Context: an optimization exercise on an open-source flow, tuned for small area, a short achievable clock period and few clock cycles per item. The choices shown serve that exercise and are no tape-out recipe.
The RTL was checked by simulation tests, not by an equivalence proof against the original design.
The clock input has no modelled driver; a real chip could not lean on it and would need a root buffer or a full tree.
Power figures rest on the tool's default switching activity, not on a simulated workload.

Setup of run 1:
## Int2Ieee754
module Int2Ieee754
#
(
	parameter	inputDataLength	=	32
)
(
    input 	CLK,
    input 	RST,
    input	[inputDataLength-1:0] 		IntInput,
    input	inputCS,
	 output	reg 	[31:0] 		Data754,
    output 	reg					outputCS
    );
For scale: roughly 280 cells after synthesis, roughly 31 flip-flops, about 68 I/O pins.
==> flow/config.mk <==
export PLATFORM = sky130hd
export DESIGN_NAME = Int2Ieee754
export DESIGN_NICKNAME = Int2Ieee754
export VERILOG_FILES = /design/flow/design.v
export SDC_FILE = /design/flow/constraint.sdc
export NUM_CORES = 4
export LEC_CHECK = 0
export CAP_MARGIN = 20
export CORE_MARGIN = 2
export CORE_UTILIZATION = 30
export GPL_TIMING_DRIVEN = 1
export SETUP_SLACK_MARGIN = 1.6
export SLEW_MARGIN = 20
export TNS_END_PERCENT = 0
==> flow/constraint.sdc <==
create_clock -name core_clock -period 4.0 [get_ports {CLK}]
set_input_delay 0.8000 -clock core_clock [delete_from_list [all_inputs] [get_ports {CLK}]]
set_output_delay 0.8000 -clock core_clock [all_outputs]
set_load 0.01 [all_outputs]
standard.sh (not shown) runs the stock make flow with config.mk's settings and CLKGATE_MAP_FILE= SYNTH_SCRIPT=/design/flow/synth_recipe.tcl, a recipe that flattens the netlist after the stock synthesis.
==> flow/flow/run.sh <==
#!/bin/bash
# The standard layout (standard.sh), with three changes:
#  - the port buffers are small buf_1 cells;
#  - synthesis maps the logic with flow/abc.script (an area-oriented ABC script)
#    instead of ORFS's abc_speed.script. Everything else in synthesis is
#    synth_recipe.tcl unchanged, so the registers are the standard synthesis's;
#  - the clock is distributed by flow/clock.tcl (a few clock buffers, each
#    driving the flip-flops near it) instead of TritonCTS's H-tree.
# Tool output goes to standard.log here and to the ORFS logs under orfs/logs.
set -e
here=$(pwd)
export BUFFER_PORTS_ARGS="-buffer_cell sky130_fd_sc_hd__buf_1"
export PRE_CTS_TCL=$here/flow/clock.tcl
{
  echo "proc abc {args} { set i [lsearch -exact \$args -script]; if {\$i >= 0} { lset args [expr {\$i + 1}] $here/flow/abc.script }; yosys abc {*}\$args }"
  cat synth_recipe.tcl
} > my_synth.tcl
sed "s#SYNTH_SCRIPT=[^ ]*#SYNTH_SCRIPT=$here/my_synth.tcl#" standard.sh > my_standard.sh
bash my_standard.sh > standard.log 2>&1
Other scripts of this flow, unchanged in this note and not shown: flow/flow/abc.script, flow/flow/clock.tcl
Testbench counts of run 1, summed over its fixed seeds: cycles 4,800, items 2,400.
--- input diff run 1..run 2 ---
- SETUP_SLACK_MARGIN changed from 1.6 to 1.75
- GPL_TIMING_DRIVEN changed from 1 to 0
Results
- Run 2: done, clean on timing, DRC and antenna
- Run 2 leaves more setup margin than run 1.
- Changes observed in run 2 relative to run 1: met1 track demand over resource in global routing rose by 1.6 points, part of the cycle the worst path needs decreased 1.4 points.
- Compared with run 1, run 2 shows a count of cell instances traversed by the critical path that is 2 higher.
- Cell area: run 2 and run 1 compared, lower one is run 1
diff inputs: run 2 => run 3
- CORE_UTILIZATION now 35, was 30
- TNS_END_PERCENT no longer set, was 0
- SETUP_SLACK_MARGIN now 1.45, was 1.75
Results
Changes observed in run 3 relative to run 2: largest stage delay on the critical path increased by 0.04 ns relative to the old numbers, summed area of non-filler cells in the final layout lower, switching share of total power went up 0.36 points.
Input-level comparison between run 4 and run 3:
- SETUP_SLACK_MARGIN: 1.45 -> 1.75
- CORE_UTILIZATION: 35 -> 30
- TNS_END_PERCENT: unset -> 0
- GPL_TIMING_DRIVEN: 0 -> 1
[summary]
- From run 3 to run 4, share of synthesized area occupied by flip-flops and latches did not move at all.
- Endpoint of the most critical setup path: rc[21]$_DFF_P_ -> run 4, rc[25]$_DFF_P_ -> run 3
- From run 3 to run 4 the numbers moved as follows: combinational power increased by 7.1% relative to the old numbers; clock skew closely matched the old numbers.
- Of run 4 and run 3, run 4 shows the lower utilization, with run 3 above it.
- Run 4 vs. run 3: fraction of layout instances using a drive strength above 1 went up by 7.9 points.
- Run 3 → run 4: total power moved up, register fraction of the total cell area moved down, final period utilization moved down, final period demand of the worst path moved down.
- On worst-skew pair later-pin latency, run 4 and run 3 are basically level.
No run of this note takes its clock network from TritonCTS; it comes from the design's own scripts or RTL.

---

Setup of job 8522:
The RTL this note starts from:
==> flow/design.v <==
`timescale 1ns / 1ps
module Int2Ieee754
#
(
	parameter	inputDataLength	=	32
)
(
    input 	CLK,
    input 	RST,
    input	[inputDataLength-1:0] 		IntInput,
    input	inputCS,
	 output	reg 	[31:0] 		Data754,
    output 	reg					outputCS
    );
reg per_inputCS;
always @(posedge CLK or negedge RST) begin
	if (!RST)
		per_inputCS <= 1'b0;
	else
		per_inputCS <= inputCS;
end
wire start = inputCS & ~per_inputCS;
always @(*) outputCS = start;
wire [31:0] x = IntInput;
wire [7:0]  nzn;
genvar g;
generate for (g = 0; g < 8; g = g + 1) begin : nib
	assign nzn[g] = |x[4*g+3:4*g];
end endgenerate
wire [7:0] sel;
assign sel[7] = start & nzn[7];
generate for (g = 0; g < 7; g = g + 1) begin : one
	assign sel[g] = start & nzn[g] & ~|nzn[7:g+1];
end endgenerate
reg [31:0] c;
integer i;
always @(*) begin
	c = 32'd0;
	for (i = 0; i < 8; i = i + 1)
		c = c | ({32{sel[i]}} & (x << (28 - 4*i)));
end
wire [2:0] pi;
assign pi[2] = |nzn[7:4];
assign pi[1] = nzn[7] | nzn[6] | (~|nzn[5:4] & (nzn[3] | nzn[2]));
assign pi[0] = nzn[7] | (~nzn[6] & nzn[5]) | (~|nzn[6:4] & nzn[3]) | (~|nzn[6:2] & nzn[1]);
wire       hold = ~start;
reg [26:0] rc;    
reg [2:0]  rp;
always @(posedge CLK) begin
	rc <= c[31:5] | ({27{hold}} & rc);
	if (start)
		rp <= pi;
end
wire        t3 = rc[26], t2 = rc[25], t1 = rc[24], t0 = rc[23];
wire [2:0]  rpm1 = rp - 3'd1;
wire        rp0  = ~|rp;
wire        s3 = t3, s2 = ~t3 & t2, s1 = ~t3 & ~t2 & t1, s0 = ~t3 & ~t2 & ~t1;
wire [22:0] f = ({23{s3}} & rc[25:3]) | ({23{s2}} & rc[24:2]) |
                ({23{s1}} & rc[23:1]) | ({23{s0}} & rc[22:0]);
wire        u  = t3 | t2 | t1;
wire        z0 = s0 & t0;               
wire [7:0]  e  = {u | (z0 & ~rp0), {2{z0 & rp0}},
                  ({3{u}} & rp) | ({3{z0 & ~rp0}} & rpm1) | {3{z0 & rp0}},
                  s3 | z0, s2 | z0};
always @(*) Data754 = {1'b0, e, f};
endmodule
export LEC_CHECK = 0
export CAP_MARGIN = 20
export CORE_MARGIN = 2
export CORE_UTILIZATION = 25
export GPL_TIMING_DRIVEN = 1
export SETUP_SLACK_MARGIN = 1.6
export SLEW_MARGIN = 20
create_clock -name core_clock -period 4.0 [get_ports {CLK}]
==> flow/flow/abc.script <==
strash
dc2
&get -n
&st
&dch
&nf -R 1000
&put
topo
==> flow/flow/clock.tcl <==
# Clock distribution for this small design, in place of TritonCTS's H-tree:
# the clock sinks are split into two halves by position, and each half is
# driven by one clock buffer at its centroid; the clock port drives the two
# buffers. One buffer level, no dummy loads.
proc my_clock_buffers { clk_port buf_master nparts } {
  set block [ord::get_db_block]
  set master [[ord::get_db] findMaster $buf_master]
  set clknet [$block findNet $clk_port]
  set sinks [list]
  foreach it [$clknet getITerms] {
    set loc [[$it getInst] getLocation]
    lappend sinks [list $it [lindex $loc 0] [lindex $loc 1]]
  }
  # split along the wider axis
  set xs [lmap s $sinks {lindex $s 1}]
  set ys [lmap s $sinks {lindex $s 2}]
  set dx [expr {[tcl::mathfunc::max {*}$xs] - [tcl::mathfunc::min {*}$xs]}]
  set dy [expr {[tcl::mathfunc::max {*}$ys] - [tcl::mathfunc::min {*}$ys]}]
  set key [expr {$dx >= $dy ? 1 : 2}]
  set sorted [lsort -integer -index $key $sinks]
  set n [llength $sorted]
  for {set p 0} {$p < $nparts} {incr p} {
    set lo [expr {($p * $n) / $nparts}]
    set hi [expr {(($p + 1) * $n) / $nparts - 1}]
    set part [lrange $sorted $lo $hi]
    set sx 0; set sy 0
    foreach s $part { set sx [expr {$sx + [lindex $s 1]}]; set sy [expr {$sy + [lindex $s 2]}] }
    set m [llength $part]
    set inst [odb::dbInst_create $block $master clkbuf_leaf_$p]
    set net [odb::dbNet_create $block clknet_leaf_$p]
    $net setSigType CLOCK
    foreach s $part { set it [lindex $s 0]; $it disconnect; $it connect $net }
    [$inst findITerm A] connect $clknet
    [$inst findITerm X] connect $net
    $inst setLocation [expr {$sx / $m}] [expr {$sy / $m}]
    $inst setPlacementStatus PLACED
    puts "clock buffer clkbuf_leaf_$p ($buf_master) drives $m sinks"
  }
  $clknet setSigType CLOCK
}

my_clock_buffers CLK sky130_fd_sc_hd__clkbuf_8 3

# The clock buffers are in place; the CTS step keeps its repair and placement
# legalisation, but builds no tree of its own.
proc clock_tree_synthesis { args } {
  puts "clock_tree_synthesis: clock buffers placed by flow/clock.tcl"
  set_propagated_clock [all_clocks]
}
Scripts as last shown in full above: flow/flow/run.sh
Testbench counts of job 8522, summed over its fixed seeds: cycles 4,800, items 2,400.
[inputs] job 247 vs job 8522
-- flow/config.mk --
<<< job 8522, line 9
export CORE_MARGIN = 2
export CORE_UTILIZATION = 25
export GPL_TIMING_DRIVEN = 1
>>> job 247, line 9
export CORE_MARGIN = 2
export CORE_UTILIZATION = 30
export GPL_TIMING_DRIVEN = 1
- Job 247 -> job 8522: design internal power flat
- | sequential fraction of design power | job 8522 vs job 247 | ≈ equal |
- Delta (job 247 minus job 8522): hold slack higher; total wirelength of the detailed-routed design went down by 6.1%.
- [job 247] number of gates resized after CTS fell 1 relative to job 8522
- Taking job 8522 as the reference point, the total power of job 247 falls by 0.99%.
- Clock skew across job 247 and job 8522: no real change.
- Tapcell count shrinks by a little under 10% when moving from job 8522 to job 247.
- Number of standard cells in the final layout excluding fillers ended up 20 lower on job 247 than on job 8522.
- Measured against job 247, the core box area of job 8522 comes out at 1.2 times the reference value.
- Setup WNS job 8522 -> job 247: worse
The inputs of job 9147 differ from those of job 247 as listed below.
-- flow/config.mk --
<<< job 247, line 11
export GPL_TIMING_DRIVEN = 1
export SETUP_SLACK_MARGIN = 1.6
export SLEW_MARGIN = 20
>>> job 9147, line 11
export GPL_TIMING_DRIVEN = 1
export SETUP_SLACK_MARGIN = 1.65
export SLEW_MARGIN = 20
Notes after the runs:
Against job 247, job 9147 comes in 2.2% higher on cell count.
Changes observed in job 9147 relative to job 247: global-route wire length before repair +about 7%; final period demand of the worst path increased 0.0044 ns.
### job 9147 -> job 6999
-- flow/config.mk --
<<< job 9147, line 11
export GPL_TIMING_DRIVEN = 1
export SETUP_SLACK_MARGIN = 1.65
export SLEW_MARGIN = 20
>>> job 6999, line 11
export GPL_TIMING_DRIVEN = 1
export SETUP_SLACK_MARGIN = 1.45
export SLEW_MARGIN = 20
### Flow results
- For routed wire length, dividing the value from job 9147 by the value from job 6999 gives 1.10.
- Worst hold slack for job 6999: 0.0074 ns up relative to job 9147
- Final worst setup slack (job 6999 over job 9147): decrease, 0.087 ns
- On via count, job 6999 does better than job 9147.
### job 6999 -> job 8345
-- flow/config.mk --
<<< job 6999, line 11
export GPL_TIMING_DRIVEN = 1
export SETUP_SLACK_MARGIN = 1.45
export SLEW_MARGIN = 20
>>> job 8345, line 11
export GPL_TIMING_DRIVEN = 1
export SETUP_SLACK_MARGIN = 1.75
export SLEW_MARGIN = 20
--- outcome ---
The lower area growth from synthesis to layout of job 8345 and job 6999 is in job 6999. In the tables for job 8345 and job 6999, combinational share of power reads lower with job 6999. Compared to job 6999, job 8345 has cell area after layout 15% higher. Job 6999 has a higher final period utilization than job 8345.
Changes in job 3383 relative to job 8345:
-- flow/config.mk --
<<< job 8345, line 11
export GPL_TIMING_DRIVEN = 1
export SETUP_SLACK_MARGIN = 1.75
export SLEW_MARGIN = 20
>>> job 3383, line 11
export GPL_TIMING_DRIVEN = 1
export SETUP_SLACK_MARGIN = 1.55
export SLEW_MARGIN = 20
--- outcome ---
Looking at shortest clock period the worst path allows after layout across job 3383 and job 8345, the one that comes out higher is job 3383.
Taking job 8345 as the reference point, the vias after detailed routing of job 3383 falls by about 6%.
Sequential cell area share, job 3383 and job 8345: smaller value in job 8345
Compared with job 8345, job 3383 shows a final hold slack that is 0.0072 ns higher.
Detailed-route wire length on metal 1 was higher in the run labelled job 8345.
Between job 3383 and job 8345, the overall track demand over capacity in global routing is higher for job 8345.
Job 3383 -> job 8345: horizontal die dimension flat
Total cell area at the placement stage in job 3383 is 1.3% lower than in job 8345
In every run of this note, the design's own scripts or RTL, not TritonCTS, make the clock network.

what the ideal ports hide:
Ports are ideal in the flow. The routed layouts listed here were re-timed in OpenROAD. Step 1: set_driving_cell puts a clkbuf_16 on CLK and a buf_2 on each other input, an assumption about the parent block. Step 2 times the ports against the registers' clock, not the clock port: input delays grow and output delays shrink by t, the midpoint of the rising clock arrivals with the driver on. Three values: ideal ports, drivers, drivers and shift; two values: the first two.
| run | t, ns | slack for setup (ns) | worst setup path at the end | clock arrival spread, ns | pins driven straight from the clock port |
|---|---|---|---|---|---|
| run 1 | 0.184 | 1.630 / 1.612 / 1.480 | input to register | 0.003 / 0.004 | 3 |
| run 2 | 0.189 | 1.684 / 1.682 / 1.521 | input to register | 0.002 / 0.003 | 3 |
| run 3 | 0.191 | 1.536 / 1.538 / 1.372 | input to register | 0.009 / 0.009 | 3 |
| run 4 | 0.186 | 1.697 / 1.723 / 1.537 | input to register | 0.009 / 0.009 | 3 |
| job 8522 | 0.185 | 1.683 / 1.684 / 1.519 | input to register | 0.005 / 0.005 | 3 |
| job 247 | 0.187 | 1.650 / 1.659 / 1.491 | input to register | 0.006 / 0.006 | 3 |
| job 9147 | 0.192 | 1.645 / 1.660 / 1.485 | input to register | 0.006 / 0.006 | 3 |
| job 6999 | 0.191 | 1.558 / 1.524 / 1.397 | input to register | 0.002 / 0.002 | 3 |
| job 8345 | 0.189 | 1.697 / 1.657 / 1.510 | input to register | 0.004 / 0.003 | 3 |
| job 3383 | 0.185 | 1.618 / 1.647 / 1.462 | input to register | 0.005 / 0.004 | 3 |
After both steps every run listed still meets setup and hold. For job 8345, which loses most, drivers alone change the setup slack by -0.040 ns; drivers and shift together by -0.187 ns.
